From an optimization exercise on the open Yosys and OpenROAD flow, aimed at small area and a short achievable clock period; shortcuts taken in it are not production practice.
In this exercise RTL edits were held to simulation tests only and were not proved equivalent to the original.
Power figures rest on the tool's default switching activity, not on a simulated workload.

Design fp16_arith, start of the top module:
module fp16_arith(
input clk,
input [15:0] numi1,
input [15:0] numi2,
output [15:0] sum,
output [1:0] iszero,
output [1:0] isinf,
output isnan,
output [15:0] prod
    );
For scale: ~40 flip-flops, about 70 I/O pins, ~7900 µm² of cells after synthesis.
Settings: LEC_CHECK=0, CAP_MARGIN=20, CORE_MARGIN=2, CORE_UTILIZATION=40, SLEW_MARGIN=20, SYNTH_HIERARCHICAL=1; clock period 17.0 ns.
run.sh (not shown) runs the stock make flow with config.mk's settings and CLKGATE_MAP_FILE= SYNTH_SCRIPT=/design/flow/synth_recipe.tcl, a recipe that flattens the netlist after the stock synthesis.
Rerun with:
==> flow/flow/run.sh (new file) <==
#!/bin/bash
# Own layout flow: the standard ORFS flow, with plain buf_1 cells as the
# port buffers (buffer_ports would otherwise pick clkdlybuf4s50_1, a slow
# delay cell). Every input and output port still gets its own buffer.
set -euo pipefail
export BUFFER_PORTS_ARGS="-buffer_cell sky130_fd_sc_hd__buf_1"
if [[ -f flow/env.sh ]]; then source flow/env.sh; fi
bash standard.sh > standard.log 2>&1
==> flow/flow/env.sh (new file) <==
export SETUP_SLACK_MARGIN=10.5
==> flow/standard.sh (new file) <==
#!/bin/bash
# synth_recipe.tcl (not shown) runs the flow's synth.tcl, then flattens the netlist and writes it again
# the make line also repeats each setting of config.mk as NAME=value (left out here)
make -C /OpenROAD-flow-scripts/flow DESIGN_CONFIG=/design/flow/config.mk WORK_HOME=/design/flow/orfs CLKGATE_MAP_FILE= SYNTH_SCRIPT=/design/flow/synth_recipe.tcl "${@:-finish}"
Settings changed: CORE_UTILIZATION 40 to 60, SYNTH_HIERARCHICAL 1 to not set.
removed: flow/run.sh
What happened: Design area rises by about a fifth; global-route usage went up by 14 points; setup slack is better by 1.7 ns; worst hold slack got worse by 0.44 ns; utilization came out higher by 33 points.

---

Another version of the RTL of fp16_arith (not shown whole).
For scale: ~840 cells after synthesis, about 70 I/O pins.
Settings: LEC_CHECK=0, CAP_MARGIN=20, CORE_MARGIN=2, CORE_UTILIZATION=60, PLACE_DENSITY=0.75, SLEW_MARGIN=20, SYNTH_HIERARCHICAL=1; clock period 17.0 ns.
standard.sh (not shown) runs the stock make flow with config.mk's settings and CLKGATE_MAP_FILE= SYNTH_SCRIPT=/design/flow/synth_recipe.tcl, a recipe that flattens the netlist after the stock synthesis.
==> flow/flow/run.sh <==
#!/bin/bash
# Own layout flow: the standard ORFS flow, with plain buf_1 cells as the
# port buffers (buffer_ports would otherwise pick clkdlybuf4s50_1, a slow
# delay cell). Every input and output port still gets its own buffer.
set -euo pipefail
export BUFFER_PORTS_ARGS="-buffer_cell sky130_fd_sc_hd__buf_1"
if [[ -f flow/env.sh ]]; then source flow/env.sh; fi
bash standard.sh > standard.log 2>&1
==> flow/flow/env.sh <==
export SETUP_SLACK_MARGIN=9.5
Then changed:
==> flow/flow/env.sh (replaced) <==
export SETUP_SLACK_MARGIN=9.7
PLACE_DENSITY = unset   (was 0.75)
What happened:
- The changed run ran to the end with no violations
- final area is higher by a few percent
- fmax stays flat
- core utilization is higher by 2.1 points
- synthesized cell count does not change
- die area stays the same

---

fp16_arith with an RTL version that a note above also has.
Size: roughly 40 flip-flops, roughly 70 I/O pins, roughly 8200 µm² of cells after synthesis.
Settings: LEC_CHECK=0, CAP_MARGIN=20, CORE_MARGIN=2, CORE_UTILIZATION=60, SLEW_MARGIN=20; clock period 17.0 ns.
==> flow/flow/env.sh <==
# extra flow variables: repair setup timing towards a tighter target
export SETUP_SLACK_MARGIN=9
Scripts as last shown in full above: flow/flow/run.sh
The first run finished clean.
Edit:
==> flow/run.sh (new file) <==
#!/bin/bash
# synth_recipe.tcl (not shown) runs the flow's synth.tcl, then flattens the netlist and writes it again
# the make line also repeats each setting of config.mk as NAME=value (left out here)
make -C /OpenROAD-flow-scripts/flow DESIGN_CONFIG=/design/flow/config.mk WORK_HOME=/design/flow/orfs CLKGATE_MAP_FILE= SYNTH_SCRIPT=/design/flow/synth_recipe.tcl finish
Settings changed: CORE_UTILIZATION 60 to 40.
removed: flow/flow/run.sh
removed: flow/flow/env.sh
removed: flow/standard.sh
What happened: Non-clock buffer count came out lower by 10. Cell count came out higher by a few percent. Design area came out higher by a few percent. Worst setup slack degrades by 800 ps. Wire length came out higher by a little under a tenth. Synthesized cell count does not change. Power came out higher by a few percent. Combinational power came out higher by a little under a tenth. Die area came out higher by well over a third. Flip-flop and latch count stays the same.
Edit:
==> flow/flow/run.sh (new file) <==
#!/bin/bash
# Own layout flow: the standard ORFS flow, with plain buf_1 cells as the
# port buffers (buffer_ports would otherwise pick clkdlybuf4s50_1, a slow
# delay cell). Every input and output port still gets its own buffer.
set -euo pipefail
export BUFFER_PORTS_ARGS="-buffer_cell sky130_fd_sc_hd__buf_1"
if [[ -f flow/env.sh ]]; then source flow/env.sh; fi
bash standard.sh > standard.log 2>&1
==> flow/standard.sh (new file) <==
#!/bin/bash
# synth_recipe.tcl (not shown) runs the flow's synth.tcl, then flattens the netlist and writes it again
# the make line also repeats each setting of config.mk as NAME=value (left out here)
make -C /OpenROAD-flow-scripts/flow DESIGN_CONFIG=/design/flow/config.mk WORK_HOME=/design/flow/orfs CLKGATE_MAP_FILE= SYNTH_SCRIPT=/design/flow/synth_recipe.tcl "${@:-finish}"
removed: flow/run.sh
Clock-buffer cell count decreases by 1.
Wire length fell by a few percent.
Worst setup slack is better by 370 ps.
Final cell count came out higher slightly.
Utilization falls by 2.1 points.
Design area falls by a few percent.

-- separate check: timing with driven ports --
The flow's constraints put no driver on any port. The routed layouts listed below were extracted and timed again, unchanged, in two steps. Step 1 assumes that a clkbuf_16 drives the clock port and a buf_2 every other input. Step 2 adds t to the input delays and takes it off the output delays; t is the mean of the earliest and latest rising clock arrival at the registers after step 1. Input paths then give back, and output paths get back, about the clock's delay inside the block. a / b / c = ideal / step 1 / step 2; a / b = the first two.
run	shift t [ns]	setup slack, ns	clock arrival spread, ns
the first run of note 1	0.334	7.901 / 7.922 / 7.588	0.007 / 0.006
the second run of note 1	0.318	9.590 / 9.593 / 9.276	0.005 / 0.005
the first run of note 2	0.338	9.629 / 9.586 / 9.298	0.007 / 0.007
the second run of note 2	0.331	9.625 / 9.584 / 9.253	0.007 / 0.007
the first run of note 3	0.316	9.210 / 9.217 / 8.901	0.008 / 0.008
the second run of note 3	0.314	8.406 / 8.416 / 8.102	0.004 / 0.005
the third run of note 3	0.315	8.775 / 8.782 / 8.468	0.003 / 0.003
After both steps setup and hold are still met in every run listed. For the second run of note 2, which loses most, drivers alone change the setup slack by -0.041 ns; drivers and shift together by -0.372 ns.
